What follows belongs to an exercise in optimizing a design on an open flow for small area; a production flow would make more cautious choices.
In this exercise RTL edits were held to simulation tests only and were not proved equivalent to the original.
Power figures rest on the tool's default switching activity, not on a simulated workload.

## Digtal_Top
module Digtal_Top(
	input 			CLOCK_Digtal,
	input 			RST,
	input 			Rx,
	input 			CS,
	output [7:0]	Out_Data,
	output [7:0]	RAM_Data_In,
	output [30:0]	RAM_RDADD,
	output [30:0]	RAM_WRADD,
	output 			RAM_RDEN,
	output 			RAM_WREN,
	input [7:0]		RAM_Q
	);
export LEC_CHECK = 0
export CAP_MARGIN = 20
export CORE_MARGIN = 2
export CORE_UTILIZATION = 40
export PLACE_DENSITY = 0.6
export SLEW_MARGIN = 20
create_clock -name core_clock -period 5.0 [get_ports {CLOCK_Digtal}]
standard.sh (not shown) runs the stock make flow with config.mk's settings and CLKGATE_MAP_FILE= SYNTH_SCRIPT=/design/flow/synth_recipe.tcl, a recipe that flattens the netlist after the stock synthesis.
==> flow/flow/run.sh <==
#!/bin/bash
# Standard ORFS layout with three changes:
#  - synthesis maps all logic, adders included, with an area-oriented ABC
#    script (flow/abc.script) instead of extracting half adders first; it is
#    run with 16 random seeds for ABC's &deepsyn (4 at a time, each in a work
#    folder of its own) and the smallest netlist is kept. Everything else in
#    synthesis is the standard script, so the registers are those of the
#    standard synthesis.
#  - ports are buffered with the smallest buffer
#  - the clock tree is built from small clock buffers without dummy loads
set -euo pipefail
here=$(pwd)
orfs="$here/orfs"
export BUFFER_PORTS_ARGS="-buffer_cell sky130_fd_sc_hd__buf_1"
export CTS_ARGS="-sink_clustering_enable -repair_clock_nets -dont_use_dummy_load -sink_clustering_size 10 -sink_clustering_max_diameter 40 -root_buf sky130_fd_sc_hd__clkbuf_8 -buf_list {sky130_fd_sc_hd__clkbuf_4}"

# standard.sh with its work folder taken from $WH
grep -q "WORK_HOME=$orfs " standard.sh
sed "s|WORK_HOME=$orfs |WORK_HOME=\$WH |" standard.sh > "$here/standard_wh.sh"

synth_seed() {
	local seed=$1
	local d="$here/seed_$seed"
	rm -rf "$d"
	mkdir -p "$d"
	cp -r "$FLOW_HOME/scripts" "$d/scripts"
	sed "s/SEED/$seed/" "$here/flow/abc.script" > "$d/scripts/abc_speed.script"
	WH="$d/orfs" bash "$here/standard_wh.sh" SCRIPTS_DIR="$d/scripts" ADDER_MAP_FILE= synth > "$here/synth_$seed.log" 2>&1 || true
}

for round in 1; do
	for k in 0 1 2 3; do
		synth_seed $((round * 4 + k)) &
	done
	wait
done

best=""
best_area=""
for seed in $(seq 0 15); do
	stat="$here/seed_$seed/orfs/reports/sky130hd/Digtal_Top/base/synth_stat.txt"
	[[ -f "$here/seed_$seed/orfs/results/sky130hd/Digtal_Top/base/1_synth.odb" && -f "$stat" ]] || continue
	area=$(grep "Chip area for module" "$stat" | awk '{print $NF}')
	echo "seed $seed area $area" >> "$here/synth_choice.log"
	if [[ -z "$best_area" ]] || awk "BEGIN{exit !($area < $best_area)}"; then
		best=$seed
		best_area=$area
	fi
done
echo "kept seed $best area $best_area" >> "$here/synth_choice.log"
rm -rf "$orfs"
mv "$here/seed_$best/orfs" "$orfs"
rm -rf "$here"/seed_*
bash standard.sh > "$here/standard.log" 2>&1
==> flow/flow/abc.script <==
&get -n
&st
&deepsyn -J 50 -T 100 -S SEED
&dch -f
&nf -R 1000
&put
topo
stime -c
The starting point completed without violations.
Edit:
--- a/flow/flow/run.sh
+++ b/flow/flow/run.sh
@@ -15 +15 @@
-export CTS_ARGS="-sink_clustering_enable -repair_clock_nets -dont_use_dummy_load -sink_clustering_size 10 -sink_clustering_max_diameter 40 -root_buf sky130_fd_sc_hd__clkbuf_8 -buf_list {sky130_fd_sc_hd__clkbuf_4}"
+export CTS_ARGS="-repair_clock_nets -dont_use_dummy_load -buf_list {sky130_fd_sc_hd__clkbuf_2 sky130_fd_sc_hd__clkbuf_4 sky130_fd_sc_hd__clkbuf_8}"
Outcome: Synthesized cell count does not change; worst setup slack stays the same; count of clock-buffer cells in the layout does not change; register-to-register slack is about the same; flip-flop and latch count does not change; total power stays the same; synthesized area does not change; die area is unchanged.
Edit:
--- a/flow/flow/run.sh
+++ b/flow/flow/run.sh
@@ -15 +15 @@
-export CTS_ARGS="-repair_clock_nets -dont_use_dummy_load -buf_list {sky130_fd_sc_hd__clkbuf_2 sky130_fd_sc_hd__clkbuf_4 sky130_fd_sc_hd__clkbuf_8}"
+export CTS_ARGS="-sink_clustering_enable -repair_clock_nets -dont_use_dummy_load -buf_list {sky130_fd_sc_hd__clkbuf_2 sky130_fd_sc_hd__clkbuf_4 sky130_fd_sc_hd__clkbuf_8}"
- CORE_UTILIZATION: 40 -> 65
- PLACE_DENSITY: 0.6 -> 0.8
The changed run went through all stages and came out clean.
Core utilization grows by 29 points.
Sequential share of layout area rose by 0.78 points.
Power is about the same.
Final cell count shrinks by 8.8%.
Die area shrinks by about 37%.
Edit:
==> flow/flow/run.sh (replaced) <==
#!/bin/bash
# Standard ORFS layout with three changes:
#  - synthesis maps all logic, adders included, with an area-oriented ABC
#    script (flow/abc.script) instead of extracting half adders first; it is
#    run with several random seeds for ABC's &deepsyn and the smallest
#    netlist is kept. Everything else in synthesis is the standard script, so
#    the registers are those of the standard synthesis.
#  - ports are buffered with the smallest buffer
#  - the clock tree is built from small clock buffers without dummy loads
set -euo pipefail
here=$(pwd)
orfs="$here/orfs"
export BUFFER_PORTS_ARGS="-buffer_cell sky130_fd_sc_hd__buf_1"
export CTS_ARGS="-sink_clustering_enable -repair_clock_nets -dont_use_dummy_load -buf_list {sky130_fd_sc_hd__clkbuf_2 sky130_fd_sc_hd__clkbuf_4 sky130_fd_sc_hd__clkbuf_8}"
best=""
best_area=""
for seed in 0 1 2 3 4 5 6 7; do
	rm -rf "$here/scripts_abc" "$orfs"
	cp -r "$FLOW_HOME/scripts" "$here/scripts_abc"
	sed "s/SEED/$seed/" "$here/flow/abc.script" > "$here/scripts_abc/abc_speed.script"
	if bash standard.sh SCRIPTS_DIR="$here/scripts_abc" ADDER_MAP_FILE= synth > "$here/synth_$seed.log" 2>&1; then
		area=$(grep "Chip area for module" "$orfs"/reports/*/*/base/synth_stat.txt | awk '{print $NF}')
		echo "seed $seed area $area" >> "$here/synth_choice.log"
		if [[ -z "$best_area" ]] || awk "BEGIN{exit !($area < $best_area)}"; then
			best=$seed
			best_area=$area
			rm -rf "$here/orfs_best"
			cp -a "$orfs" "$here/orfs_best"
		fi
	fi
done
echo "kept seed $best area $best_area" >> "$here/synth_choice.log"
rm -rf "$orfs" "$here/scripts_abc"
mv "$here/orfs_best" "$orfs"
bash standard.sh > "$here/standard.log" 2>&1
- CORE_UTILIZATION: 65 -> 40
- PLACE_DENSITY: 0.8 -> 0.6
Outcome:
- clock power hardly moves
- utilization goes down by 29 points
- sequential power hardly moves
- sequential cell count is unchanged
Edit:
==> flow/flow/run.sh (replaced) <==
#!/bin/bash
# Standard ORFS layout with three changes:
#  - synthesis maps all logic, adders included, with an area-oriented ABC
#    script (flow/abc.script) instead of extracting half adders first; it is
#    run with 16 random seeds for ABC's &deepsyn (4 at a time, each in a work
#    folder of its own) and the smallest netlist is kept. Everything else in
#    synthesis is the standard script, so the registers are those of the
#    standard synthesis.
#  - ports are buffered with the smallest buffer
#  - the clock tree is built from small clock buffers without dummy loads
set -euo pipefail
here=$(pwd)
orfs="$here/orfs"
export BUFFER_PORTS_ARGS="-buffer_cell sky130_fd_sc_hd__buf_1"
export CTS_ARGS="-sink_clustering_enable -repair_clock_nets -dont_use_dummy_load -buf_list {sky130_fd_sc_hd__clkbuf_2 sky130_fd_sc_hd__clkbuf_4 sky130_fd_sc_hd__clkbuf_8}"

# standard.sh with its work folder taken from $WH
grep -q "WORK_HOME=$orfs " standard.sh
sed "s|WORK_HOME=$orfs |WORK_HOME=\$WH |" standard.sh > "$here/standard_wh.sh"

synth_seed() {
	local seed=$1
	local d="$here/seed_$seed"
	rm -rf "$d"
	mkdir -p "$d"
	cp -r "$FLOW_HOME/scripts" "$d/scripts"
	sed "s/SEED/$seed/" "$here/flow/abc.script" > "$d/scripts/abc_speed.script"
	WH="$d/orfs" bash "$here/standard_wh.sh" SCRIPTS_DIR="$d/scripts" ADDER_MAP_FILE= synth > "$here/synth_$seed.log" 2>&1 || true
}

for round in 1; do
	for k in 0 1 2 3; do
		synth_seed $((round * 4 + k)) &
	done
	wait
done

best=""
best_area=""
for seed in $(seq 0 15); do
	stat="$here/seed_$seed/orfs/reports/sky130hd/Digtal_Top/base/synth_stat.txt"
	[[ -f "$here/seed_$seed/orfs/results/sky130hd/Digtal_Top/base/1_synth.odb" && -f "$stat" ]] || continue
	area=$(grep "Chip area for module" "$stat" | awk '{print $NF}')
	echo "seed $seed area $area" >> "$here/synth_choice.log"
	if [[ -z "$best_area" ]] || awk "BEGIN{exit !($area < $best_area)}"; then
		best=$seed
		best_area=$area
	fi
done
echo "kept seed $best area $best_area" >> "$here/synth_choice.log"
rm -rf "$orfs"
mv "$here/seed_$best/orfs" "$orfs"
rm -rf "$here"/seed_*
bash standard.sh > "$here/standard.log" 2>&1
- CORE_UTILIZATION: 40 -> 55
- PLACE_DENSITY: 0.6 -> 0.7
Outcome: Total power is about the same. Cell count goes down by 5.6%. Synthesized cell count stays the same. Hold slack got worse by 3.5 ps. Critical path depth stays the same. Count of clock-buffer cells in the layout stays the same.

-- static timing again, ports no longer ideal --
The results above use ideal ports. As a check the final layouts listed here were re-extracted and re-timed, cells and wires unchanged. Step 1 assumes that a clkbuf_16 drives the clock port and a buf_2 every other input. Step 2 adds t to the input delays and takes it off the output delays; t is the mean of the earliest and latest rising clock arrival at the registers after step 1. Input paths then give back, and output paths get back, about the clock's delay inside the block. Slacks: no drivers / after step 1 / after step 2; pairs: no drivers / after step 1.
run | t (ns) | setup slack, ns | hold WS [ns] | worst data-port slew with drivers (ns) | cell pins on the clock port's net
the first run | 0.375 | 1.173 / 1.173 / 1.173 | 0.488 / 0.488 / 0.488 | 0.03 | 1
the second run | 0.375 | 1.173 / 1.173 / 1.173 | 0.488 / 0.488 / 0.488 | 0.03 | 1
the third run | 0.379 | 1.131 / 1.131 / 1.131 | 0.486 / 0.486 / 0.486 | 0.04 | 1
the fourth run | 0.375 | 1.173 / 1.173 / 1.173 | 0.488 / 0.488 / 0.488 | 0.03 | 1
the fifth run | 0.377 | 1.084 / 1.084 / 1.084 | 0.484 / 0.484 / 0.484 | 0.04 | 1
After both steps setup and hold are still met in every run listed.
